Context: an optimization exercise on an open-source flow, tuned for small area. The choices shown serve that exercise and are no tape-out recipe. Function was checked by simulation only, so behaviour that the tests miss may differ from the original.

## digitalCalc
module digitalCalc(
input clk, rst,
input [8:0] in,
output reg [3:0] digitSelect,
output [7:0] out,
output signed [14:0] result
);
Settings: LEC_CHECK=0, ABC_AREA=1, CAP_MARGIN=0, CORE_MARGIN=2, CORE_UTILIZATION=40, GPL_TIMING_DRIVEN=0, PLACE_DENSITY=0.6, SLEW_MARGIN=0; clock period 30.0 ns.
standard.sh (not shown) runs the stock make flow with config.mk's settings and CLKGATE_MAP_FILE= SYNTH_SCRIPT=/design/flow/synth_recipe.tcl, a recipe that flattens the netlist after the stock synthesis.
==> flow/flow/run.sh <==
#!/bin/bash
# Own layout flow:
#  2. the same synthesis without Yosys's early "abc -fast" pass, kept only if its registers
#     (names and cell types) are exactly the standard synthesis's;
#  3. the combinational logic between the registers re-mapped by ABC for area (registers,
#     their names and cell types untouched);
#  4. the standard layout from floorplan to finish, with small port buffers and a clock
#     tree of small buffers.
# Each tool's output goes to a log file in this folder.
set -euo pipefail
W=$PWD
R=$W/orfs/results/$FLOW_PLATFORM/digitalCalc/base
L=$W/orfs/logs/$FLOW_PLATFORM/digitalCalc/base
LIB=$FLOW_HOME/platforms/$FLOW_PLATFORM/lib/sky130_fd_sc_hd__tt_025C_1v80.lib
YOSYS=${YOSYS_EXE:-$FLOW_HOME/../tools/install/yosys/bin/yosys}
[ -x "$YOSYS" ] || YOSYS=$(command -v yosys)
regs() { grep -E "^\s*sky130_fd_sc_hd__(df|dl|sdf|edf)" "$1" | awk '{print $1, $2}' | sort; }

# 1. standard synthesis
bash standard.sh synth > $W/log_synth_standard.txt 2>&1
cp $R/1_2_yosys.v $W/synth_standard.v
cp $L/1_2_yosys.log $W/log_yosys_standard.txt
regs $W/synth_standard.v > $W/regs_standard.txt

# 2. the same without the early abc pass
START=$W/synth_standard.v
if bash standard.sh clean_synth > $W/log_synth_noabc.txt 2>&1 &&
   SYNTH_ARGS=-noabc bash standard.sh synth >> $W/log_synth_noabc.txt 2>&1; then
    cp $R/1_2_yosys.v $W/synth_noabc.v
    regs $W/synth_noabc.v > $W/regs_noabc.txt
    if cmp -s $W/regs_standard.txt $W/regs_noabc.txt; then
        START=$W/synth_noabc.v
    fi
fi
echo "start netlist: $START" > $W/log_start.txt

# 3. re-map the combinational logic for area. Four chains run in parallel (two from each start
#    netlist); each chain runs ABC round after round (deep synthesis with a new seed, then area
#    mapping) on its best netlist so far and keeps a round's result only if it is smaller. The
#    smallest result whose registers match the standard synthesis's is kept.
python3 $W/flow/libfuncs.py $LIB $W/comb_cells.v > $W/log_libfuncs.txt 2>&1
DONTUSE=$(grep -o -- "-dont_use [A-Za-z0-9_]*" $W/log_yosys_standard.txt | sort -u | tr '\n' ' ')
ROUNDS=${REOPT_ROUNDS:-3}
round() {  # round IN OUT SEED TAG
    local k
    : > $W/area_$4.abc
    for k in 1 2 3; do
        printf 'strash\n&get -n\n&deepsyn -T 30 -S %s\n&nf -p -a -F 8 -A 4 -R 1000\n&put\n' $(( ($3 * 3 + k) % 101 )) >> $W/area_$4.abc
    done
    cat > $W/reopt_$4.ys <<YS
read_verilog $W/comb_cells.v
read_liberty -lib -ignore_redef $LIB
read_verilog $1
hierarchy -top $FLOW_TOP
flatten -noscopeinfo
rename -hide w:* i:* o:* %u %d
techmap
opt -purge
abc -script $W/area_$4.abc -liberty $LIB $DONTUSE
opt_clean -purge
setundef -zero
hilomap -singleton -hicell sky130_fd_sc_hd__conb_1 HI -locell sky130_fd_sc_hd__conb_1 LO
insbuf -buf sky130_fd_sc_hd__buf_1 A X
opt_clean -purge
tee -q -o $W/area_$4.txt stat -liberty $LIB
write_verilog -noattr -noexpr -nohex -nodec $2
YS
    $YOSYS -s $W/reopt_$4.ys > $W/log_reopt_$4.txt 2>&1 || return 1
    regs $2 | cmp -s $W/regs_standard.txt - || return 1
    grep "Chip area" $W/area_$4.txt | awk '{print $NF}'
}
chain() {  # chain NAME START SEEDBASE
    local best=$2 besta=1e99 k a
    for k in $(seq 1 $ROUNDS); do
        if a=$(round $best $W/try_$1_$k.v $(( $3 + k )) $1_$k); then
            echo "$1 round $k: $a" >> $W/log_chain_$1.txt
            if python3 -c "import sys; sys.exit(0 if $a < $besta else 1)"; then best=$W/try_$1_$k.v; besta=$a; fi
        fi
    done
    echo "$besta $best" > $W/best_$1.txt
}
chain a $START 10 &
chain b $START 20 &
chain c $W/synth_standard.v 30 &
chain d $START 40 &
wait
sort -g $W/best_?.txt > $W/log_best.txt
BEST=$(head -1 $W/log_best.txt | awk '{print $2}')
echo "best: $(head -1 $W/log_best.txt)" >> $W/log_start.txt
cp $BEST $W/synth_area.v
cp $W/synth_area.v $R/1_2_yosys.v
rm -f $R/1_synth.odb $R/1_synth.sdc

# 4. standard layout from the re-mapped netlist
export BUFFER_PORTS_ARGS="-buffer_cell sky130_fd_sc_hd__buf_1"
export CTS_ARGS="$(cat $W/flow/cts_args.txt)"
bash standard.sh > $W/log_layout.txt 2>&1
==> flow/flow/cts_args.txt <==
-sink_clustering_enable -repair_clock_nets -buf_list {sky130_fd_sc_hd__clkbuf_4} -root_buf sky130_fd_sc_hd__clkbuf_4 -dont_use_dummy_load
Other scripts of this flow, unchanged in this note and not shown: flow/flow/libfuncs.py
The first run completed without violations.
Change:
--- a/flow/flow/run.sh
+++ b/flow/flow/run.sh
@@ -42,3 +42,3 @@
 DONTUSE=$(grep -o -- "-dont_use [A-Za-z0-9_]*" $W/log_yosys_standard.txt | sort -u | tr '\n' ' ')
-ROUNDS=${REOPT_ROUNDS:-3}
+ROUNDS=${REOPT_ROUNDS:-1}
 round() {  # round IN OUT SEED TAG
==> flow/flow/cts_args.txt (replaced) <==
-sink_clustering_enable -repair_clock_nets -buf_list {sky130_fd_sc_hd__clkbuf_4} -root_buf sky130_fd_sc_hd__clkbuf_4 -sink_clustering_size 7 -sink_clustering_max_diameter 60 -dont_use_dummy_load
Outcome: The new run completed with no timing, DRC or antenna violations. Clock skew falls by 3.4 ps. Sequential share of layout area hardly moves. Worst setup slack degrades by 570 ps. Worst hold slack barely changes. Utilization stays flat.
Change:
==> flow/flow/cts_args.txt (replaced) <==
-sink_clustering_enable -repair_clock_nets -buf_list {sky130_fd_sc_hd__clkbuf_4} -root_buf sky130_fd_sc_hd__clkbuf_8 -dont_use_dummy_load
After rerunning:
- worst setup slack got worse by 3.3 ps
- synthesized area stays the same
- clock skew drops by 12 ps
- hold slack got worse by 4.5 ps
- wire length climbs by 0.86%
- final cell count does not change
- cell area climbs by 0.95%

what the ideal ports hide:
No port has a modelled driver above. Below, the same layouts with a new extraction and two added sets of constraints. Step 1 assumes that a clkbuf_16 drives the clock port and a buf_2 every other input. Step 2 also shifts input and output timing later by t, the mid clock arrival at the registers, as if the neighbouring blocks saw the same clock. Slacks: ideal / step 1 / step 2; pairs: ideal / step 1.
run	t (ns)	setup WS [ns]	hold slack, ns	worst data-port slew with drivers (ns)
the first run	0.404	11.707 / 11.678 / 11.961	0.330 / 0.330 / 0.330	0.03
the second run	0.429	11.133 / 11.133 / 11.133	0.329 / 0.329 / 0.329	0.03
the third run	0.380	11.129 / 11.129 / 11.129	0.324 / 0.324 / 0.324	0.03
After both steps setup and hold are still met in every run listed.
